What follows belongs to an exercise in optimizing a design on an open flow for small area; a production flow would make more cautious choices. Function was checked by simulation only, so behaviour that the tests miss may differ from the original. Power figures rest on the tool's default switching activity, not on a simulated workload.

==> flow/design.v <==
module alu (
    input               i_clk,
    input               i_rst_n,
    input               i_valid,
    input signed [11:0] i_data_a,
    input signed [11:0] i_data_b,
    input        [2:0]  i_inst,
    output              o_valid,
    output       [11:0] o_data,
    output              o_overflow
);
wire [11:0] a = i_data_a;
wire [11:0] b = i_data_b;
wire        v = i_valid;
wire        sa = a[11];
wire        sb = b[11];
reg  [11:0] data_r;      
reg         ovf_r;
reg         valid_r;
reg         last3_r;     
reg         sticky_r;    
reg         av_r;        
assign o_valid    = valid_r;
assign o_data     = data_r & {12{~ovf_r}};    
assign o_overflow = ovf_r;
wire is_add  = (i_inst == 3'd0);
wire is_sub  = (i_inst == 3'd1);
wire is_mul  = (i_inst == 3'd2);
wire is_mac  = (i_inst == 3'd3);
wire is_xn   = (i_inst == 3'd4);
wire is_relu = (i_inst == 3'd5);
wire is_mean = (i_inst == 3'd6);
wire is_abs  = (i_inst == 3'd7);
wire        k = ~(sa ^ sb);
wire [10:0] bk = b[10:0] ^ {11{k}};
wire        cc11;
wire sel_a = sa ^ cc11;
wire abs_b = v & is_abs & ~sel_a;
wire ua    = ~(is_add | is_sub | is_mean);
wire ub    = v & (is_add | is_sub | is_mul | is_mac | is_mean);
wire kb    = v & is_abs;
wire [11:0] pa, pb;
assign pa[3:0]  = a[3:0] & {4{ua}};
assign pa[4]    = ua ? a[4] : is_mean;
assign pa[5]    = ua ? a[5] : ~is_mean;
assign pa[11:6] = ua ? a[11:6] : {6{is_sub}};
assign pb[4:0]  = b[4:0] & {5{ub}};
assign pb[5]    = (b[5] & ub) | kb;
assign pb[11:6] = (b[11:6] & {6{ub}}) | {6{kb & sa}};
wire [22:0] P;
wire [11:0] T;
wire        tc12;
wire s_acc = (~v | (is_mac & last3_r & av_r)) & ~ovf_r;    
wire s_a   = v & (is_add | is_sub | (is_relu & ~sa));
wire s_m   = v & is_mean;
wire s_x   = v & is_xn;
wire [11:0] bab = b ^ {12{sb}};
wire [11:0] am = {a[11], a[11:1]};
wire [11:0] xn = ~(a ^ b);
wire [11:0] accp = (data_r & {12{s_acc}}) | (a & {12{s_a}}) |
                   (am & {12{s_m}}) | (xn & {12{s_x}}) |
                   (bab & {12{abs_b}});
wire [11:0] R = P[16:5] & {12{~abs_b}};
wire cin = (P[4] & (~is_mean | a[0])) | (abs_b & sb);
wire bo0;
wire bt0;
wire bn0;
assign bo0 = pb[0] ^ 1'b0;
assign bt0 = (pb[1] & ~pb[0] & ~1'b0) | (~pb[1] & pb[0] & 1'b0);
assign bn0 = pb[1];
wire bp_0_0;
assign bp_0_0 = ((bo0 & pa[0]) | (bt0 & 1'b0)) ^ bn0;
wire bp_0_1;
assign bp_0_1 = ((bo0 & pa[1]) | (bt0 & pa[0])) ^ bn0;
wire bp_0_2;
assign bp_0_2 = ((bo0 & pa[2]) | (bt0 & pa[1])) ^ bn0;
wire bp_0_3;
assign bp_0_3 = ((bo0 & pa[3]) | (bt0 & pa[2])) ^ bn0;
wire bp_0_4;
assign bp_0_4 = ((bo0 & pa[4]) | (bt0 & pa[3])) ^ bn0;
wire bp_0_5;
assign bp_0_5 = ((bo0 & pa[5]) | (bt0 & pa[4])) ^ bn0;
wire bp_0_6;
assign bp_0_6 = ((bo0 & pa[6]) | (bt0 & pa[5])) ^ bn0;
wire bp_0_7;
assign bp_0_7 = ((bo0 & pa[7]) | (bt0 & pa[6])) ^ bn0;
wire bp_0_8;
assign bp_0_8 = ((bo0 & pa[8]) | (bt0 & pa[7])) ^ bn0;
wire bp_0_9;
assign bp_0_9 = ((bo0 & pa[9]) | (bt0 & pa[8])) ^ bn0;
wire bp_0_10;
assign bp_0_10 = ((bo0 & pa[10]) | (bt0 & pa[9])) ^ bn0;
wire bp_0_11;
assign bp_0_11 = ((bo0 & pa[11]) | (bt0 & pa[10])) ^ bn0;
wire bp_0_12;
assign bp_0_12 = ~(((bo0 & pa[11]) | (bt0 & pa[11])) ^ bn0);
wire bo1;
wire bt1;
wire bn1;
assign bo1 = pb[2] ^ pb[1];
assign bt1 = (pb[3] & ~pb[2] & ~pb[1]) | (~pb[3] & pb[2] & pb[1]);
assign bn1 = pb[3];
wire bp_1_0;
assign bp_1_0 = ((bo1 & pa[0]) | (bt1 & 1'b0)) ^ bn1;
wire bp_1_1;
assign bp_1_1 = ((bo1 & pa[1]) | (bt1 & pa[0])) ^ bn1;
wire bp_1_2;
assign bp_1_2 = ((bo1 & pa[2]) | (bt1 & pa[1])) ^ bn1;
wire bp_1_3;
assign bp_1_3 = ((bo1 & pa[3]) | (bt1 & pa[2])) ^ bn1;
wire bp_1_4;
assign bp_1_4 = ((bo1 & pa[4]) | (bt1 & pa[3])) ^ bn1;
wire bp_1_5;
assign bp_1_5 = ((bo1 & pa[5]) | (bt1 & pa[4])) ^ bn1;
wire bp_1_6;
assign bp_1_6 = ((bo1 & pa[6]) | (bt1 & pa[5])) ^ bn1;
wire bp_1_7;
assign bp_1_7 = ((bo1 & pa[7]) | (bt1 & pa[6])) ^ bn1;
wire bp_1_8;
assign bp_1_8 = ((bo1 & pa[8]) | (bt1 & pa[7])) ^ bn1;
wire bp_1_9;
assign bp_1_9 = ((bo1 & pa[9]) | (bt1 & pa[8])) ^ bn1;
wire bp_1_10;
assign bp_1_10 = ((bo1 & pa[10]) | (bt1 & pa[9])) ^ bn1;
wire bp_1_11;
assign bp_1_11 = ((bo1 & pa[11]) | (bt1 & pa[10])) ^ bn1;
wire bp_1_12;
assign bp_1_12 = ~(((bo1 & pa[11]) | (bt1 & pa[11])) ^ bn1);
wire bo2;
wire bt2;
wire bn2;
assign bo2 = pb[4] ^ pb[3];
assign bt2 = (pb[5] & ~pb[4] & ~pb[3]) | (~pb[5] & pb[4] & pb[3]);
assign bn2 = pb[5];
wire bp_2_0;
assign bp_2_0 = ((bo2 & pa[0]) | (bt2 & 1'b0)) ^ bn2;
wire bp_2_1;
assign bp_2_1 = ((bo2 & pa[1]) | (bt2 & pa[0])) ^ bn2;
wire bp_2_2;
assign bp_2_2 = ((bo2 & pa[2]) | (bt2 & pa[1])) ^ bn2;
wire bp_2_3;
assign bp_2_3 = ((bo2 & pa[3]) | (bt2 & pa[2])) ^ bn2;
wire bp_2_4;
assign bp_2_4 = ((bo2 & pa[4]) | (bt2 & pa[3])) ^ bn2;
wire bp_2_5;
assign bp_2_5 = ((bo2 & pa[5]) | (bt2 & pa[4])) ^ bn2;
wire bp_2_6;
assign bp_2_6 = ((bo2 & pa[6]) | (bt2 & pa[5])) ^ bn2;
wire bp_2_7;
assign bp_2_7 = ((bo2 & pa[7]) | (bt2 & pa[6])) ^ bn2;
wire bp_2_8;
assign bp_2_8 = ((bo2 & pa[8]) | (bt2 & pa[7])) ^ bn2;
wire bp_2_9;
assign bp_2_9 = ((bo2 & pa[9]) | (bt2 & pa[8])) ^ bn2;
wire bp_2_10;
assign bp_2_10 = ((bo2 & pa[10]) | (bt2 & pa[9])) ^ bn2;
wire bp_2_11;
assign bp_2_11 = ((bo2 & pa[11]) | (bt2 & pa[10])) ^ bn2;
wire bp_2_12;
assign bp_2_12 = ~(((bo2 & pa[11]) | (bt2 & pa[11])) ^ bn2);
wire bo3;
wire bt3;
wire bn3;
assign bo3 = pb[6] ^ pb[5];
assign bt3 = (pb[7] & ~pb[6] & ~pb[5]) | (~pb[7] & pb[6] & pb[5]);
assign bn3 = pb[7];
wire bp_3_0;
assign bp_3_0 = ((bo3 & pa[0]) | (bt3 & 1'b0)) ^ bn3;
wire bp_3_1;
assign bp_3_1 = ((bo3 & pa[1]) | (bt3 & pa[0])) ^ bn3;
wire bp_3_2;
assign bp_3_2 = ((bo3 & pa[2]) | (bt3 & pa[1])) ^ bn3;
wire bp_3_3;
assign bp_3_3 = ((bo3 & pa[3]) | (bt3 & pa[2])) ^ bn3;
wire bp_3_4;
assign bp_3_4 = ((bo3 & pa[4]) | (bt3 & pa[3])) ^ bn3;
wire bp_3_5;
assign bp_3_5 = ((bo3 & pa[5]) | (bt3 & pa[4])) ^ bn3;
wire bp_3_6;
assign bp_3_6 = ((bo3 & pa[6]) | (bt3 & pa[5])) ^ bn3;
wire bp_3_7;
assign bp_3_7 = ((bo3 & pa[7]) | (bt3 & pa[6])) ^ bn3;
wire bp_3_8;
assign bp_3_8 = ((bo3 & pa[8]) | (bt3 & pa[7])) ^ bn3;
wire bp_3_9;
assign bp_3_9 = ((bo3 & pa[9]) | (bt3 & pa[8])) ^ bn3;
wire bp_3_10;
assign bp_3_10 = ((bo3 & pa[10]) | (bt3 & pa[9])) ^ bn3;
wire bp_3_11;
assign bp_3_11 = ((bo3 & pa[11]) | (bt3 & pa[10])) ^ bn3;
wire bp_3_12;
assign bp_3_12 = ~(((bo3 & pa[11]) | (bt3 & pa[11])) ^ bn3);
wire bo4;
wire bt4;
wire bn4;
assign bo4 = pb[8] ^ pb[7];
assign bt4 = (pb[9] & ~pb[8] & ~pb[7]) | (~pb[9] & pb[8] & pb[7]);
assign bn4 = pb[9];
wire bp_4_0;
assign bp_4_0 = ((bo4 & pa[0]) | (bt4 & 1'b0)) ^ bn4;
wire bp_4_1;
assign bp_4_1 = ((bo4 & pa[1]) | (bt4 & pa[0])) ^ bn4;
wire bp_4_2;
assign bp_4_2 = ((bo4 & pa[2]) | (bt4 & pa[1])) ^ bn4;
wire bp_4_3;
assign bp_4_3 = ((bo4 & pa[3]) | (bt4 & pa[2])) ^ bn4;
wire bp_4_4;
assign bp_4_4 = ((bo4 & pa[4]) | (bt4 & pa[3])) ^ bn4;
wire bp_4_5;
assign bp_4_5 = ((bo4 & pa[5]) | (bt4 & pa[4])) ^ bn4;
wire bp_4_6;
assign bp_4_6 = ((bo4 & pa[6]) | (bt4 & pa[5])) ^ bn4;
wire bp_4_7;
assign bp_4_7 = ((bo4 & pa[7]) | (bt4 & pa[6])) ^ bn4;
wire bp_4_8;
assign bp_4_8 = ((bo4 & pa[8]) | (bt4 & pa[7])) ^ bn4;
wire bp_4_9;
assign bp_4_9 = ((bo4 & pa[9]) | (bt4 & pa[8])) ^ bn4;
wire bp_4_10;
assign bp_4_10 = ((bo4 & pa[10]) | (bt4 & pa[9])) ^ bn4;
wire bp_4_11;
assign bp_4_11 = ((bo4 & pa[11]) | (bt4 & pa[10])) ^ bn4;
wire bp_4_12;
assign bp_4_12 = ~(((bo4 & pa[11]) | (bt4 & pa[11])) ^ bn4);
wire bo5;
wire bt5;
wire bn5;
assign bo5 = pb[10] ^ pb[9];
assign bt5 = (pb[11] & ~pb[10] & ~pb[9]) | (~pb[11] & pb[10] & pb[9]);
assign bn5 = pb[11];
wire bp_5_0;
assign bp_5_0 = ((bo5 & pa[0]) | (bt5 & 1'b0)) ^ bn5;
wire bp_5_1;
assign bp_5_1 = ((bo5 & pa[1]) | (bt5 & pa[0])) ^ bn5;
wire bp_5_2;
assign bp_5_2 = ((bo5 & pa[2]) | (bt5 & pa[1])) ^ bn5;
wire bp_5_3;
assign bp_5_3 = ((bo5 & pa[3]) | (bt5 & pa[2])) ^ bn5;
wire bp_5_4;
assign bp_5_4 = ((bo5 & pa[4]) | (bt5 & pa[3])) ^ bn5;
wire bp_5_5;
assign bp_5_5 = ((bo5 & pa[5]) | (bt5 & pa[4])) ^ bn5;
wire bp_5_6;
assign bp_5_6 = ((bo5 & pa[6]) | (bt5 & pa[5])) ^ bn5;
wire bp_5_7;
assign bp_5_7 = ((bo5 & pa[7]) | (bt5 & pa[6])) ^ bn5;
wire bp_5_8;
assign bp_5_8 = ((bo5 & pa[8]) | (bt5 & pa[7])) ^ bn5;
wire bp_5_9;
assign bp_5_9 = ((bo5 & pa[9]) | (bt5 & pa[8])) ^ bn5;
wire bp_5_10;
assign bp_5_10 = ((bo5 & pa[10]) | (bt5 & pa[9])) ^ bn5;
wire bp_5_11;
assign bp_5_11 = ((bo5 & pa[11]) | (bt5 & pa[10])) ^ bn5;
wire bp_5_12;
assign bp_5_12 = ~(((bo5 & pa[11]) | (bt5 & pa[11])) ^ bn5);
wire s1;
wire c2;
alu_ha u_ha3 (.a(bn5), .b(bp_0_10), .s(s1), .co(c2));
wire s4;
wire c5;
alu_ha u_ha6 (.a(bp_0_11), .b(bp_1_9), .s(s4), .co(c5));
wire s7;
wire c8;
assign s7 = ~(bp_0_12 ^ bp_1_10);
assign c8 = bp_0_12 | bp_1_10;
wire s9;
wire c10;
assign s9 = ~bp_1_11;
assign c10 = bp_1_11;
wire s11;
wire c12;
alu_ha u_ha13 (.a(bn3), .b(bp_0_6), .s(s11), .co(c12));
wire s14;
wire c15;
alu_ha u_ha16 (.a(bp_0_7), .b(bp_1_5), .s(s14), .co(c15));
wire s17;
wire c18;
alu_fa u_fa19 (.a(bn4), .b(bp_0_8), .c(bp_1_6), .s(s17), .co(c18));
wire s20;
wire c21;
alu_ha u_ha22 (.a(bp_2_4), .b(bp_3_2), .s(s20), .co(c21));
wire s23;
wire c24;
alu_fa u_fa25 (.a(bp_0_9), .b(bp_1_7), .c(bp_2_5), .s(s23), .co(c24));
wire s26;
wire c27;
alu_ha u_ha28 (.a(bp_3_3), .b(bp_4_1), .s(s26), .co(c27));
wire s29;
wire c30;
alu_fa u_fa31 (.a(bp_1_8), .b(bp_2_6), .c(bp_3_4), .s(s29), .co(c30));
wire s32;
wire c33;
alu_fa u_fa34 (.a(bp_4_2), .b(bp_5_0), .c(s1), .s(s32), .co(c33));
wire s35;
wire c36;
alu_fa u_fa37 (.a(bp_2_7), .b(bp_3_5), .c(bp_4_3), .s(s35), .co(c36));
wire s38;
wire c39;
alu_fa u_fa40 (.a(bp_5_1), .b(c2), .c(s4), .s(s38), .co(c39));
wire s41;
wire c42;
alu_fa u_fa43 (.a(bp_2_8), .b(bp_3_6), .c(bp_4_4), .s(s41), .co(c42));
wire s44;
wire c45;
alu_fa u_fa46 (.a(bp_5_2), .b(c5), .c(s7), .s(s44), .co(c45));
wire s47;
wire c48;
alu_fa u_fa49 (.a(bp_2_9), .b(bp_3_7), .c(bp_4_5), .s(s47), .co(c48));
wire s50;
wire c51;
alu_fa u_fa52 (.a(bp_5_3), .b(s9), .c(c8), .s(s50), .co(c51));
wire s53;
wire c54;
alu_fa u_fa55 (.a(bp_1_12), .b(bp_2_10), .c(bp_3_8), .s(s53), .co(c54));
wire s56;
wire c57;
alu_fa u_fa58 (.a(bp_4_6), .b(bp_5_4), .c(c10), .s(s56), .co(c57));
wire s59;
wire c60;
assign s59 = ~(bp_2_11 ^ bp_3_9);
assign c60 = bp_2_11 | bp_3_9;
wire s61;
wire c62;
alu_ha u_ha63 (.a(bp_4_7), .b(bp_5_5), .s(s61), .co(c62));
wire s64;
wire c65;
alu_fa u_fa66 (.a(bp_2_12), .b(bp_3_10), .c(bp_4_8), .s(s64), .co(c65));
wire s67;
wire c68;
assign s67 = ~bp_3_11;
assign c68 = bp_3_11;
wire s69;
wire c70;
alu_ha u_ha71 (.a(bn2), .b(bp_0_4), .s(s69), .co(c70));
wire s72;
wire c73;
alu_ha u_ha74 (.a(bp_0_5), .b(bp_1_3), .s(s72), .co(c73));
wire s75;
wire c76;
alu_fa u_fa77 (.a(bp_1_4), .b(bp_2_2), .c(bp_3_0), .s(s75), .co(c76));
wire s78;
wire c79;
alu_fa u_fa80 (.a(bp_2_3), .b(bp_3_1), .c(c12), .s(s78), .co(c79));
wire s81;
wire c82;
alu_fa u_fa83 (.a(bp_4_0), .b(c15), .c(s20), .s(s81), .co(c82));
wire s84;
wire c85;
alu_fa u_fa86 (.a(c21), .b(s26), .c(c18), .s(s84), .co(c85));
wire s87;
wire c88;
alu_fa u_fa89 (.a(c27), .b(c24), .c(s29), .s(s87), .co(c88));
wire s90;
wire c91;
alu_fa u_fa92 (.a(c30), .b(s35), .c(c33), .s(s90), .co(c91));
wire s93;
wire c94;
alu_fa u_fa95 (.a(c36), .b(s41), .c(c39), .s(s93), .co(c94));
wire s96;
wire c97;
alu_fa u_fa98 (.a(c42), .b(s47), .c(s50), .s(s96), .co(c97));
wire s99;
wire c100;
alu_fa u_fa101 (.a(c48), .b(s53), .c(s56), .s(s99), .co(c100));
wire s102;
wire c103;
alu_fa u_fa104 (.a(s59), .b(s61), .c(c54), .s(s102), .co(c103));
wire s105;
wire c106;
alu_fa u_fa107 (.a(bp_5_6), .b(c60), .c(c62), .s(s105), .co(c106));
wire s108;
wire c109;
alu_fa u_fa110 (.a(bp_4_9), .b(bp_5_7), .c(s67), .s(s108), .co(c109));
wire s111;
wire c112;
alu_fa u_fa113 (.a(bp_3_12), .b(bp_4_10), .c(bp_5_8), .s(s111), .co(c112));
wire s114;
wire c115;
assign s114 = ~bp_4_11;
assign c115 = bp_4_11;
wire s116;
wire c117;
alu_ha u_ha118 (.a(bn1), .b(bp_0_2), .s(s116), .co(c117));
wire s119;
wire c120;
alu_ha u_ha121 (.a(bp_0_3), .b(bp_1_1), .s(s119), .co(c120));
wire s122;
wire c123;
alu_fa u_fa124 (.a(bp_1_2), .b(bp_2_0), .c(s69), .s(s122), .co(c123));
wire s125;
wire c126;
alu_fa u_fa127 (.a(bp_2_1), .b(c70), .c(s72), .s(s125), .co(c126));
wire s128;
wire c129;
alu_fa u_fa130 (.a(c73), .b(s11), .c(s75), .s(s128), .co(c129));
wire s131;
wire c132;
alu_fa u_fa133 (.a(s14), .b(c76), .c(s78), .s(s131), .co(c132));
wire s134;
wire c135;
alu_fa u_fa136 (.a(s17), .b(c79), .c(s81), .s(s134), .co(c135));
wire s137;
wire c138;
alu_fa u_fa139 (.a(s23), .b(c82), .c(s84), .s(s137), .co(c138));
wire s140;
wire c141;
alu_fa u_fa142 (.a(s32), .b(c85), .c(s87), .s(s140), .co(c141));
wire s143;
wire c144;
alu_fa u_fa145 (.a(s38), .b(c88), .c(s90), .s(s143), .co(c144));
wire s146;
wire c147;
alu_fa u_fa148 (.a(s44), .b(c91), .c(s93), .s(s146), .co(c147));
wire s149;
wire c150;
alu_fa u_fa151 (.a(c45), .b(c94), .c(s96), .s(s149), .co(c150));
wire s152;
wire c153;
alu_fa u_fa154 (.a(c51), .b(s99), .c(c97), .s(s152), .co(c153));
wire s155;
wire c156;
alu_fa u_fa157 (.a(c57), .b(c100), .c(s102), .s(s155), .co(c156));
wire s158;
wire c159;
alu_fa u_fa160 (.a(s64), .b(s105), .c(c103), .s(s158), .co(c159));
wire s161;
wire c162;
alu_fa u_fa163 (.a(c65), .b(s108), .c(c106), .s(s161), .co(c162));
wire s164;
wire c165;
alu_fa u_fa166 (.a(c68), .b(s111), .c(c109), .s(s164), .co(c165));
wire s167;
wire c168;
alu_fa u_fa169 (.a(bp_5_9), .b(s114), .c(c112), .s(s167), .co(c168));
wire s170;
wire c171;
alu_fa u_fa172 (.a(bp_4_12), .b(bp_5_10), .c(c115), .s(s170), .co(c171));
wire s173;
wire c174;
assign s173 = ~bp_5_11;
assign c174 = bp_5_11;
wire SA0;
wire SB0;
assign SA0 = bn0;
assign SB0 = bp_0_0;
wire SA1;
wire SB1;
assign SA1 = bp_0_1;
assign SB1 = 1'b0;
wire SA2;
wire SB2;
assign SA2 = bp_1_0;
assign SB2 = s116;
wire SA3;
wire SB3;
assign SA3 = c117;
assign SB3 = s119;
wire SA4;
wire SB4;
assign SA4 = c120;
assign SB4 = s122;
wire SA5;
wire SB5;
assign SA5 = c123;
assign SB5 = s125;
wire SA6;
wire SB6;
assign SA6 = c126;
assign SB6 = s128;
wire SA7;
wire SB7;
assign SA7 = c129;
assign SB7 = s131;
wire SA8;
wire SB8;
assign SA8 = c132;
assign SB8 = s134;
wire SA9;
wire SB9;
assign SA9 = c135;
assign SB9 = s137;
wire SA10;
wire SB10;
assign SA10 = c138;
assign SB10 = s140;
wire SA11;
wire SB11;
assign SA11 = c141;
assign SB11 = s143;
wire SA12;
wire SB12;
assign SA12 = c144;
assign SB12 = s146;
wire SA13;
wire SB13;
assign SA13 = c147;
assign SB13 = s149;
wire SA14;
wire SB14;
assign SA14 = s152;
assign SB14 = c150;
wire SA15;
wire SB15;
assign SA15 = s155;
assign SB15 = c153;
wire SA16;
wire SB16;
assign SA16 = c156;
assign SB16 = s158;
wire SA17;
wire SB17;
assign SA17 = s161;
assign SB17 = c159;
wire SA18;
wire SB18;
assign SA18 = s164;
assign SB18 = c162;
wire SA19;
wire SB19;
assign SA19 = c165;
assign SB19 = s167;
wire SA20;
wire SB20;
assign SA20 = s170;
assign SB20 = c168;
wire SA21;
wire SB21;
assign SA21 = s173;
assign SB21 = c171;
wire SA22;
wire SB22;
assign SA22 = bp_5_12;
assign SB22 = c174;
wire g0;
wire p0;
assign g0 = SA0 & SB0;
assign p0 = SA0 ^ SB0;
wire g1;
wire p1;
assign g1 = SA1 & SB1;
assign p1 = SA1 ^ SB1;
wire g2;
wire p2;
assign g2 = SA2 & SB2;
assign p2 = SA2 ^ SB2;
wire g3;
wire p3;
assign g3 = SA3 & SB3;
assign p3 = SA3 ^ SB3;
wire g4;
wire p4;
assign g4 = SA4 & SB4;
assign p4 = SA4 ^ SB4;
wire g5;
wire p5;
assign g5 = SA5 & SB5;
assign p5 = SA5 ^ SB5;
wire g6;
wire p6;
assign g6 = SA6 & SB6;
assign p6 = SA6 ^ SB6;
wire g7;
wire p7;
assign g7 = SA7 & SB7;
assign p7 = SA7 ^ SB7;
wire g8;
wire p8;
assign g8 = SA8 & SB8;
assign p8 = SA8 ^ SB8;
wire g9;
wire p9;
assign g9 = SA9 & SB9;
assign p9 = SA9 ^ SB9;
wire g10;
wire p10;
assign g10 = SA10 & SB10;
assign p10 = SA10 ^ SB10;
wire g11;
wire p11;
assign g11 = SA11 & SB11;
assign p11 = SA11 ^ SB11;
wire g12;
wire p12;
assign g12 = SA12 & SB12;
assign p12 = SA12 ^ SB12;
wire g13;
wire p13;
assign g13 = SA13 & SB13;
assign p13 = SA13 ^ SB13;
wire g14;
wire p14;
assign g14 = SA14 & SB14;
assign p14 = SA14 ^ SB14;
wire g15;
wire p15;
assign g15 = SA15 & SB15;
assign p15 = SA15 ^ SB15;
wire g16;
wire p16;
assign g16 = SA16 & SB16;
assign p16 = SA16 ^ SB16;
wire g17;
wire p17;
assign g17 = SA17 & SB17;
assign p17 = SA17 ^ SB17;
wire g18;
wire p18;
assign g18 = SA18 & SB18;
assign p18 = SA18 ^ SB18;
wire g19;
wire p19;
assign g19 = SA19 & SB19;
assign p19 = SA19 ^ SB19;
wire g20;
wire p20;
assign g20 = SA20 & SB20;
assign p20 = SA20 ^ SB20;
wire g21;
wire p21;
assign g21 = SA21 & SB21;
assign p21 = SA21 ^ SB21;
wire g22;
wire p22;
assign g22 = SA22 & SB22;
assign p22 = SA22 ^ SB22;
wire G1_ci;
assign G1_ci = g1 | (p1 & g0);
wire P1_ci;
assign P1_ci = 1'b0;
wire pg175;
wire pp176;
assign pg175 = g2 | (p2 & G1_ci);
assign pp176 = p2 & P1_ci;
wire pg177;
wire pp178;
assign pg177 = g4 | (p4 & g3);
assign pp178 = p4 & p3;
wire pg179;
wire pp180;
assign pg179 = g6 | (p6 & g5);
assign pp180 = p6 & p5;
wire pg181;
wire pp182;
assign pg181 = g8 | (p8 & g7);
assign pp182 = p8 & p7;
wire pg183;
wire pp184;
assign pg183 = g10 | (p10 & g9);
assign pp184 = p10 & p9;
wire pg185;
wire pp186;
assign pg185 = g12 | (p12 & g11);
assign pp186 = p12 & p11;
wire pg187;
wire pp188;
assign pg187 = g14 | (p14 & g13);
assign pp188 = p14 & p13;
wire pg189;
wire pp190;
assign pg189 = g16 | (p16 & g15);
assign pp190 = p16 & p15;
wire pg191;
wire pp192;
assign pg191 = g18 | (p18 & g17);
assign pp192 = p18 & p17;
wire pg193;
wire pp194;
assign pg193 = g20 | (p20 & g19);
assign pp194 = p20 & p19;
wire pg195;
wire pp196;
assign pg195 = g22 | (p22 & g21);
assign pp196 = p22 & p21;
wire pg197;
wire pp198;
assign pg197 = g3 | (p3 & pg175);
assign pp198 = p3 & pp176;
wire pg199;
wire pp200;
assign pg199 = pg177 | (pp178 & pg175);
assign pp200 = pp178 & pp176;
wire pg201;
wire pp202;
assign pg201 = g7 | (p7 & pg179);
assign pp202 = p7 & pp180;
wire pg203;
wire pp204;
assign pg203 = pg181 | (pp182 & pg179);
assign pp204 = pp182 & pp180;
wire pg205;
wire pp206;
assign pg205 = g11 | (p11 & pg183);
assign pp206 = p11 & pp184;
wire pg207;
wire pp208;
assign pg207 = pg185 | (pp186 & pg183);
assign pp208 = pp186 & pp184;
wire pg209;
wire pp210;
assign pg209 = g15 | (p15 & pg187);
assign pp210 = p15 & pp188;
wire pg211;
wire pp212;
assign pg211 = pg189 | (pp190 & pg187);
assign pp212 = pp190 & pp188;
wire pg213;
wire pp214;
assign pg213 = g19 | (p19 & pg191);
assign pp214 = p19 & pp192;
wire pg215;
wire pp216;
assign pg215 = pg193 | (pp194 & pg191);
assign pp216 = pp194 & pp192;
wire pg217;
wire pp218;
assign pg217 = g5 | (p5 & pg199);
assign pp218 = p5 & pp200;
wire pg219;
wire pp220;
assign pg219 = pg179 | (pp180 & pg199);
assign pp220 = pp180 & pp200;
wire pg221;
wire pp222;
assign pg221 = pg201 | (pp202 & pg199);
assign pp222 = pp202 & pp200;
wire pg223;
wire pp224;
assign pg223 = pg203 | (pp204 & pg199);
assign pp224 = pp204 & pp200;
wire pg225;
wire pp226;
assign pg225 = g13 | (p13 & pg207);
assign pp226 = p13 & pp208;
wire pg227;
wire pp228;
assign pg227 = pg187 | (pp188 & pg207);
assign pp228 = pp188 & pp208;
wire pg229;
wire pp230;
assign pg229 = pg209 | (pp210 & pg207);
assign pp230 = pp210 & pp208;
wire pg231;
wire pp232;
assign pg231 = pg211 | (pp212 & pg207);
assign pp232 = pp212 & pp208;
wire pg233;
wire pp234;
assign pg233 = g21 | (p21 & pg215);
assign pp234 = p21 & pp216;
wire pg235;
wire pp236;
assign pg235 = pg195 | (pp196 & pg215);
assign pp236 = pp196 & pp216;
wire pg237;
wire pp238;
assign pg237 = g9 | (p9 & pg223);
assign pp238 = p9 & pp224;
wire pg239;
wire pp240;
assign pg239 = pg183 | (pp184 & pg223);
assign pp240 = pp184 & pp224;
wire pg241;
wire pp242;
assign pg241 = pg205 | (pp206 & pg223);
assign pp242 = pp206 & pp224;
wire pg243;
wire pp244;
assign pg243 = pg207 | (pp208 & pg223);
assign pp244 = pp208 & pp224;
wire pg245;
wire pp246;
assign pg245 = pg225 | (pp226 & pg223);
assign pp246 = pp226 & pp224;
wire pg247;
wire pp248;
assign pg247 = pg227 | (pp228 & pg223);
assign pp248 = pp228 & pp224;
wire pg249;
wire pp250;
assign pg249 = pg229 | (pp230 & pg223);
assign pp250 = pp230 & pp224;
wire pg251;
wire pp252;
assign pg251 = pg231 | (pp232 & pg223);
assign pp252 = pp232 & pp224;
wire pg253;
wire pp254;
assign pg253 = g17 | (p17 & pg251);
assign pp254 = p17 & pp252;
wire pg255;
wire pp256;
assign pg255 = pg191 | (pp192 & pg251);
assign pp256 = pp192 & pp252;
wire pg257;
wire pp258;
assign pg257 = pg213 | (pp214 & pg251);
assign pp258 = pp214 & pp252;
wire pg259;
wire pp260;
assign pg259 = pg215 | (pp216 & pg251);
assign pp260 = pp216 & pp252;
wire pg261;
wire pp262;
assign pg261 = pg233 | (pp234 & pg251);
assign pp262 = pp234 & pp252;
wire pg263;
wire pp264;
assign pg263 = pg235 | (pp236 & pg251);
assign pp264 = pp236 & pp252;
assign P[0] = p0;
assign P[1] = p1 ^ g0;
assign P[2] = p2 ^ G1_ci;
assign P[3] = p3 ^ pg175;
assign P[4] = p4 ^ pg197;
assign P[5] = p5 ^ pg199;
assign P[6] = p6 ^ pg217;
assign P[7] = p7 ^ pg219;
assign P[8] = p8 ^ pg221;
assign P[9] = p9 ^ pg223;
assign P[10] = p10 ^ pg237;
assign P[11] = p11 ^ pg239;
assign P[12] = p12 ^ pg241;
assign P[13] = p13 ^ pg243;
assign P[14] = p14 ^ pg245;
assign P[15] = p15 ^ pg247;
assign P[16] = p16 ^ pg249;
assign P[17] = p17 ^ pg251;
assign P[18] = p18 ^ pg253;
assign P[19] = p19 ^ pg255;
assign P[20] = p20 ^ pg257;
assign P[21] = p21 ^ pg259;
assign P[22] = p22 ^ pg261;
wire ag265;
wire ap266;
wire ax267;
assign ag265 = a[0] & bk[0];
assign ax267 = a[0] ^ bk[0];
assign ap266 = a[0] | bk[0];
wire ag268;
wire ap269;
wire ax270;
assign ag268 = a[1] & bk[1];
assign ax270 = a[1] ^ bk[1];
assign ap269 = a[1] | bk[1];
wire ag271;
wire ap272;
wire ax273;
assign ag271 = a[2] & bk[2];
assign ax273 = a[2] ^ bk[2];
assign ap272 = a[2] | bk[2];
wire ag274;
wire ap275;
wire ax276;
assign ag274 = a[3] & bk[3];
assign ax276 = a[3] ^ bk[3];
assign ap275 = a[3] | bk[3];
wire ag277;
wire ap278;
wire ax279;
assign ag277 = a[4] & bk[4];
assign ax279 = a[4] ^ bk[4];
assign ap278 = a[4] | bk[4];
wire ag280;
wire ap281;
wire ax282;
assign ag280 = a[5] & bk[5];
assign ax282 = a[5] ^ bk[5];
assign ap281 = a[5] | bk[5];
wire ag283;
wire ap284;
wire ax285;
assign ag283 = a[6] & bk[6];
assign ax285 = a[6] ^ bk[6];
assign ap284 = a[6] | bk[6];
wire ag286;
wire ap287;
wire ax288;
assign ag286 = a[7] & bk[7];
assign ax288 = a[7] ^ bk[7];
assign ap287 = a[7] | bk[7];
wire ag289;
wire ap290;
wire ax291;
assign ag289 = a[8] & bk[8];
assign ax291 = a[8] ^ bk[8];
assign ap290 = a[8] | bk[8];
wire ag292;
wire ap293;
wire ax294;
assign ag292 = a[9] & bk[9];
assign ax294 = a[9] ^ bk[9];
assign ap293 = a[9] | bk[9];
wire ag295;
wire ap296;
wire ax297;
assign ag295 = a[10] & bk[10];
assign ax297 = a[10] ^ bk[10];
assign ap296 = a[10] | bk[10];
wire cg298;
assign cg298 = ag265 | (ap266 & k);
wire rg299;
assign rg299 = ag268 | (ap269 & cg298);
wire rg300;
assign rg300 = ag271 | (ap272 & rg299);
wire rg301;
assign rg301 = ag274 | (ap275 & rg300);
wire rg302;
assign rg302 = ag277 | (ap278 & rg301);
wire rg303;
assign rg303 = ag280 | (ap281 & rg302);
wire rg304;
assign rg304 = ag283 | (ap284 & rg303);
wire rg305;
assign rg305 = ag286 | (ap287 & rg304);
wire rg306;
assign rg306 = ag289 | (ap290 & rg305);
wire rg307;
assign rg307 = ag292 | (ap293 & rg306);
wire rg308;
assign rg308 = ag295 | (ap296 & rg307);
assign cc11 = rg308;
wire ag309;
wire ap310;
wire ax311;
assign ag309 = accp[0] & R[0];
assign ax311 = accp[0] ^ R[0];
assign ap310 = ax311;
wire ag312;
wire ap313;
wire ax314;
assign ag312 = accp[1] & R[1];
assign ax314 = accp[1] ^ R[1];
assign ap313 = ax314;
wire ag315;
wire ap316;
wire ax317;
assign ag315 = accp[2] & R[2];
assign ax317 = accp[2] ^ R[2];
assign ap316 = ax317;
wire ag318;
wire ap319;
wire ax320;
assign ag318 = accp[3] & R[3];
assign ax320 = accp[3] ^ R[3];
assign ap319 = ax320;
wire ag321;
wire ap322;
wire ax323;
assign ag321 = accp[4] & R[4];
assign ax323 = accp[4] ^ R[4];
assign ap322 = ax323;
wire ag324;
wire ap325;
wire ax326;
assign ag324 = accp[5] & R[5];
assign ax326 = accp[5] ^ R[5];
assign ap325 = ax326;
wire ag327;
wire ap328;
wire ax329;
assign ag327 = accp[6] & R[6];
assign ax329 = accp[6] ^ R[6];
assign ap328 = ax329;
wire ag330;
wire ap331;
wire ax332;
assign ag330 = accp[7] & R[7];
assign ax332 = accp[7] ^ R[7];
assign ap331 = ax332;
wire ag333;
wire ap334;
wire ax335;
assign ag333 = accp[8] & R[8];
assign ax335 = accp[8] ^ R[8];
assign ap334 = ax335;
wire ag336;
wire ap337;
wire ax338;
assign ag336 = accp[9] & R[9];
assign ax338 = accp[9] ^ R[9];
assign ap337 = ax338;
wire ag339;
wire ap340;
wire ax341;
assign ag339 = accp[10] & R[10];
assign ax341 = accp[10] ^ R[10];
assign ap340 = ax341;
wire ag342;
wire ap343;
wire ax344;
assign ag342 = accp[11] & R[11];
assign ax344 = accp[11] ^ R[11];
assign ap343 = ax344;
wire cg345;
assign cg345 = ag309 | (ap310 & cin);
wire pg346;
wire pq347;
assign pg346 = ag312 | (ap313 & cg345);
assign pq347 = ap313 & ap310;
wire pg348;
wire pq349;
assign pg348 = ag318 | (ap319 & ag315);
assign pq349 = ap319 & ap316;
wire pg350;
wire pq351;
assign pg350 = ag324 | (ap325 & ag321);
assign pq351 = ap325 & ap322;
wire pg352;
wire pq353;
assign pg352 = ag330 | (ap331 & ag327);
assign pq353 = ap331 & ap328;
wire pg354;
wire pq355;
assign pg354 = ag336 | (ap337 & ag333);
assign pq355 = ap337 & ap334;
wire pg356;
wire pq357;
assign pg356 = ag342 | (ap343 & ag339);
assign pq357 = ap343 & ap340;
wire pg358;
wire pq359;
assign pg358 = ag315 | (ap316 & pg346);
assign pq359 = ap316 & pq347;
wire pg360;
wire pq361;
assign pg360 = pg348 | (pq349 & pg346);
assign pq361 = pq349 & pq347;
wire pg362;
wire pq363;
assign pg362 = ag327 | (ap328 & pg350);
assign pq363 = ap328 & pq351;
wire pg364;
wire pq365;
assign pg364 = pg352 | (pq353 & pg350);
assign pq365 = pq353 & pq351;
wire pg366;
wire pq367;
assign pg366 = ag339 | (ap340 & pg354);
assign pq367 = ap340 & pq355;
wire pg368;
wire pq369;
assign pg368 = pg356 | (pq357 & pg354);
assign pq369 = pq357 & pq355;
wire pg370;
wire pq371;
assign pg370 = ag321 | (ap322 & pg360);
assign pq371 = ap322 & pq361;
wire pg372;
wire pq373;
assign pg372 = pg350 | (pq351 & pg360);
assign pq373 = pq351 & pq361;
wire pg374;
wire pq375;
assign pg374 = pg362 | (pq363 & pg360);
assign pq375 = pq363 & pq361;
wire pg376;
wire pq377;
assign pg376 = pg364 | (pq365 & pg360);
assign pq377 = pq365 & pq361;
wire pg378;
wire pq379;
assign pg378 = ag333 | (ap334 & pg376);
assign pq379 = ap334 & pq377;
wire pg380;
wire pq381;
assign pg380 = pg354 | (pq355 & pg376);
assign pq381 = pq355 & pq377;
wire pg382;
wire pq383;
assign pg382 = pg366 | (pq367 & pg376);
assign pq383 = pq367 & pq377;
wire pg384;
wire pq385;
assign pg384 = pg368 | (pq369 & pg376);
assign pq385 = pq369 & pq377;
wire as386;
assign as386 = ax311 ^ cin;
wire as387;
assign as387 = ax314 ^ cg345;
wire as388;
assign as388 = ax317 ^ pg346;
wire as389;
assign as389 = ax320 ^ pg358;
wire as390;
assign as390 = ax323 ^ pg360;
wire as391;
assign as391 = ax326 ^ pg370;
wire as392;
assign as392 = ax329 ^ pg372;
wire as393;
assign as393 = ax332 ^ pg374;
wire as394;
assign as394 = ax335 ^ pg376;
wire as395;
assign as395 = ax338 ^ pg378;
wire as396;
assign as396 = ax341 ^ pg380;
wire as397;
assign as397 = ax344 ^ pg382;
assign T[0] = as386;
assign T[1] = as387;
assign T[2] = as388;
assign T[3] = as389;
assign T[4] = as390;
assign T[5] = as391;
assign T[6] = as392;
assign T[7] = as393;
assign T[8] = as394;
assign T[9] = as395;
assign T[10] = as396;
assign T[11] = as397;
assign tc12 = pg384;
wire s12     = accp[11] ^ P[17] ^ tc12;
wire ok_mul  = (P[22:16] == 7'h00) | (P[22:16] == 7'h7f) |
               ((P[22:17] == 6'h3f) & ~P[16] & (P[15:5] == 11'h7ff) & (P[4:0] != 5'd0));
wire e_ovf = (is_mul & ~ok_mul) | (is_mac & (sticky_r | ~ok_mul));
wire f_as  = is_add | is_sub;
wire g_acc = is_mac & last3_r;
wire ovf1  = e_ovf | (f_as & ~s12) | (g_acc & ~accp[11] & ~P[16]);
wire ovf0  = e_ovf | (f_as & s12)  | (g_acc & accp[11] & P[16]);
wire ovf   = v & (T[11] ? ovf1 : ovf0);
always @(posedge i_clk) begin
    data_r <= T;
    ovf_r  <= ovf;
end
always @(posedge i_clk or negedge i_rst_n) begin
    if (!i_rst_n) begin
        valid_r  <= 1'b0;
        last3_r  <= 1'b0;
        sticky_r <= 1'b0;
        av_r     <= 1'b0;
    end else begin
        valid_r  <= v;
        last3_r  <= is_mac;
        sticky_r <= v ? (is_mac & ovf) : sticky_r;
        av_r     <= av_r | v;
    end
end
endmodule
module alu_fa (input a, input b, input c, output s, output co);
    assign s  = a ^ b ^ c;
    assign co = (a & b) | (a & c) | (b & c);
endmodule
module alu_ha (input a, input b, output s, output co);
    assign s  = a ^ b;
    assign co = a & b;
endmodule
==> flow/run.sh <==
#!/bin/bash
# synth_recipe.tcl (not shown) runs the flow's synth.tcl, then flattens the netlist and writes it again
# the make line also repeats each setting of config.mk as NAME=value (left out here)
make -C /OpenROAD-flow-scripts/flow DESIGN_CONFIG=/design/flow/config.mk WORK_HOME=/design/flow/orfs CLKGATE_MAP_FILE= SYNTH_SCRIPT=/design/flow/synth_recipe.tcl finish
==> flow/config.mk <==
export PLATFORM = sky130hd
export DESIGN_NAME = alu
export DESIGN_NICKNAME = alu
export VERILOG_FILES = /design/flow/design.v
export SDC_FILE = /design/flow/constraint.sdc
export NUM_CORES = 4
export LEC_CHECK = 0
export ABC_AREA = 1
export CAP_MARGIN = 20
export CORE_MARGIN = 2
export CORE_UTILIZATION = 50
export CTS_BUF_LIST = sky130_fd_sc_hd__clkbuf_8
export GPL_TIMING_DRIVEN = 0
export SLEW_MARGIN = 20
export SYNTH_HIERARCHICAL = 1
export SYNTH_MINIMUM_KEEP_SIZE = 0
==> flow/constraint.sdc <==
create_clock -name core_clock -period 9.0 [get_ports {i_clk}]
set_input_delay 1.8000 -clock core_clock [delete_from_list [all_inputs] [get_ports {i_clk}]]
set_output_delay 1.8000 -clock core_clock [all_outputs]
set_load 0.01 [all_outputs]
==> run notes <==
- Of all nets on the critical path, the largest fanout is 10.
- In this run the tightest slew margin relative to its limit is 48.7%.
- The worst hold path belongs to the class flip-flop to flip-flop.
- The width of the die is 112 um.
- The cell that appears most often on the critical path is sky130_fd_sc_hd__nand2_1.
- Dividing the detail-routed wire length by the instance count gives between 15 and 20 um.
- The final number of setup-violating endpoints is 0.
- The clock-pin slew on the worst setup and hold paths is around 0.08 ns.
- The routed via count divided by cell count is 5.60.
- The overall power is ~2.7 mW.
- The routed metal-1 wire length is 8080 um.
- The maximum operating frequency is 118 MHz.
- The register area share after synthesis is 6.16%.
- The number of cells on the worst reg-to-reg path is 28.
- The number of global-route vias before repair is 5,789.
- In this run the register-to-register setup slack is approximately 4.7 ns.
- The number of nets in the synthesized netlist is about 960.
- The first detailed-routing pass ran for 5 iterations.
- The initial antenna violation count is 0.
- The startpoint identified for the worst register-to-register timing path is last3_r.
- Setup repair after global routing left no endpoint under its margin.
- The detailed route wirelength on metal2 is ~8000 um.
- The worst stage delay on the critical path is 0.50 ns.
- The cell type with the highest aggregate area in the netlist is sky130_fd_sc_hd__fa_1.
- The HPWL after detailed placement is between 10,000 and 15,000 um.
- Sorting the synthesized cells by area gives the leading types as sky130_fd_sc_hd__fa_1 (18%), sky130_fd_sc_hd__xor2_1 (13%), sky130_fd_sc_hd__ha_1 (9.4%).
- Entering global routing, the biggest net connects 12 pins.
- The number of buffers added on ports is 39.
- The total number of placement rows is 39.
- Once the floorplan was initialized, standard cells occupied 51.3% of the core.
- The via total after detailed routing is 5,773.
- For the pin with the worst max-slew slack, the measured transition is 0.770 ns.
- The smallest hold slack is 0.482 ns.
- The capturing point of the worst reg2reg path is sticky_r.
- The share of Yosys cell area claimed by the top area cell type is 18.1%.
- The clock sink count is 17.
- The kind of end point of the critical path is a flip-flop.
- The flip-flop and latch area is ~360 um2.
- The area of the mapped netlist is 0.00585 mm2.
- No sink is reached through more buffers than the 2 on the longest clock path.
- Counting instances, the worst hold path has a depth of 1.
- The critical path in this run is classified as input port to flip-flop.
- The final net count is 1,015.
- The synthesized instance count is 835.
- After synthesis the netlist holds a flip-flop and latch count of 17.
- The worst setup skew after layout is 0.00653 ns.
- STA puts the critical path data required time at 9.16 ns.
- The count of maximum capacitance violations is 0.
- Counting I/O delays and the setup requirement, the final critical path takes 8.45 ns.
- The worst path uses 93.8% of the clock period.
- The cell with the largest stage delay on the worst path is sky130_fd_sc_hd__fa_1.
- The path with the worst hold slack has its endpoint at av_r.
- In the routed design, unresolved DRC markers number 0.
- The die is roughly 110 um tall.
- The total overflow left after global routing is 0.
- The root buffer selected by CTS is sky130_fd_sc_hd__clkbuf_8.
- The number of pins with negative max-slew slack in the final report is 0.
- The floorplan step defined a core boundary enclosing 0.0114 mm2.
- The most numerous cell in the Yosys netlist is sky130_fd_sc_hd__nand2_1.
- The proportion of layout cells with a drive suffix above 1 is 9.81%.
- For this run, the total global-route usage over all layers was measured as 27.8%.
- The most used flip-flop cell after synthesis is sky130_fd_sc_hd__dfxtp_1.
- The filler cell count is ~1,200.
- Ranked by instance count, the synthesized netlist is headed by sky130_fd_sc_hd__nand2_1 (136), sky130_fd_sc_hd__inv_1 (107), sky130_fd_sc_hd__xor2_1 (90).
- The worst-skew pair later-pin latency is between 0.2 and 0.3 ns.
- In this run, synthesis inferred 0 flip-flops with an integrated enable.
- The routed length on met3 is 850 um.
- The CTS tree is built.
- The startpoint type of the worst setup path is an input port.
- The area used by multi-input combinational logic is 0.00501 mm2.
- The uppermost layer routed is met4.
- At the end of routability-driven placement, the weighted congestion stood at 0.903.
- The analysis attributes to cell leakage a power of 3.49 nW.
- The number of distinct standard cells referenced by the synthesized netlist is 47.
- The count of nets left with antenna violations once routing finished came out at 0.
- The die covers 0.0126 mm2.
- The areal power density over the cells is 409 mW/mm2.
- IR analysis of the VDD net gives a maximum drop of 0.474 mV.
- For this block, the initial DRC count from the detailed router was 480.
- The antenna diode instance count is 0.
- The CTS H-tree depth is 1.
- The yosys synthesis warning count is 7.
- At the worst endpoint, the arrival time is about 8.6 ns.
- After detailed routing, the total wire length is 17,300 um.
- The run finished with no timing, DRC or antenna violations.
- The share of synthesized registers carrying an async set or reset is 23.5%.
- The post-synthesis to final-layout area growth is 14.3%.
- Buffers inserted during clock tree synthesis total 3.
- 44 I/O pins were placed.
- The final hold violation count is 0.
- The worst hold path begins at av_r.
- A synthesized cell averages about 7.0 um2.
- The wire length of the first global-routing pass is 28,700 um.
## worst max-delay path: cells and delay by family
family	cells	cell delay [ns]
AOI/OAI and AO/OA	8	1.42
buffers and inverters	8	1.31
and+or+nand+nor	16	1.42
adders and majority gates	6	2.32
xor gates and xnor gates	2	0.32
## report_power, final
part / total [mW] / switching, mW / internal, mW
Clock: 0.0614 / 0.0305 / 0.0309
Sequential: 0.146 / 0.0145 / 0.131
Combinational: 2.53 / 1.56 / 0.969
Total: 2.74 / 1.61 / 1.13
## worst max-delay path by stage
| stage | startpoint | endpoint | slack [ns] | cells after the start |
|---|---|---|---|---|
| after floorplan | i_inst[2] | sticky_r | 1.23 | 39 |
| after global placement | i_inst[1] | sticky_r | -0.33 | 39 |
| after detailed placement | i_inst[1] | sticky_r | -0.49 | 39 |
| after CTS | i_inst[1] | sticky_r | 0.006 | 39 |
| after global routing | i_inst[0] | sticky_r | 0.03 | 42 |
| final | i_inst[0] | sticky_r | 0.55 | 40 |
## final cells by class
type                       instances  area share (%)
clock inverter                     1          0.0748
sequential                        17            5.39
multi-input combinational        664            74.9
tap                              143            2.67
timing repair buffer              51            7.27
inverter                         116            6.51
buffer                            35            2.56
clock buffer                       3           0.617
## metrics by stage
stage	setup TNS [ns]	std cells	setup WS [ns]	utilization, %	area [um2]
3_3_place_gp	-0.596	1017	-0.333	56.2	6420
2_1_floorplan	0	835	1.23	-	5850
3_5_place_dp	-1.16	1017	-0.488	56.2	6420
5_1_grt	0	1030	0.0254	58.6	6690
4_1_cts	0	1020	0.00579	56.8	6480
6_report	0	1030	0.554	58.6	6690
## cells by family (layout without fill, tap and decap cells)
group                    Yosys count  after routing  synth area share (%)
XOR/XNOR                         114            114                  17.1
flip-flops                        17             17                  6.16
adder cells (fa/ha/maj)           97             97                  27.5
buffers and inverters            154            206                  10.2
AND/OR/NAND/NOR                  303            303                  22.9
AO/OA/AOI/OAI                    150            150                  16.2
## what timing repair did
item                       CTS  global route
gates resized for setup      4            54
pin swaps                    0             9
cloned                       0             1
setup buffers                0            11
hold buffers                 0             0
setup endpoints to repair    2             6
## modules after synthesis, one instance, submodules excluded
module / cells / area, um2 / flip-flops and latches / times used
alu_fa: 1 / 20.0 / 0 / 43
alu: 781 / 4850 / 17 / 1
alu_ha: 1 / 12.5 / 0 / 11
## per-layer routing
layer,up-vias,track usage (%)
met4,0,6.18
met1,2733,39.5
met5,-,0
met3,20,1.46
li1,2848,-
met2,172,47.0
## cells in the final DEF, fill, tap and decap left out, drive strengths merged, types with 2 or more instances in the layout
cell           netlist  final
a211oi               2      2
a21o                 3      3
a21oi               21     21
a221oi               6      6
a22oi                2      2
buf                  9     22
clkbuf              29     27
clkdlybuf4s50        0     38
clkinv               4      5
dfrtp                4      4
dfxtp               13     13
fa                  53     53
ha                  44     44
inv                112    112
nand2              144    144
nand3               56     56
nand3b               2      2
nand4                5      5
nor2                72     72
nor3                 8      8
o211ai               3      3
o21ai               36     36
o21bai               2      2
o22ai               72     72
or2                 12     12
xnor2               24     24
xor2                90     90
## state kept, by name, summed over array words and instances, names as in the netlist
name,count
valid_r,1
data_r,12
last3_r,1
av_r,1
sticky_r,1
ovf_r,1

[separate check: timing with driven ports]
The results above use ideal ports. As a check the final layout listed here was re-extracted and re-timed, cells and wires unchanged. Step 1: set_driving_cell puts a clkbuf_16 on i_clk and a buf_2 on each other input, an assumption about the parent block. Step 2 adds t to the input delays and takes it off the output delays; t is the mean of the earliest and latest rising clock arrival at the registers after step 1. Input paths then give back, and output paths get back, about the clock's delay inside the block. Three values: ideal, step 1, step 2; two values: the first two.
t, ns: 0.289
setup slack, ns: 0.554 / 0.562 / 0.272
worst register clock-pin slew, ns: 0.08 / 0.08
cell pins on the clock port's net: 1
After both steps setup and hold are still met in this run. The setup slack of this run moves by +0.008 ns with the drivers and by -0.282 ns with both steps.
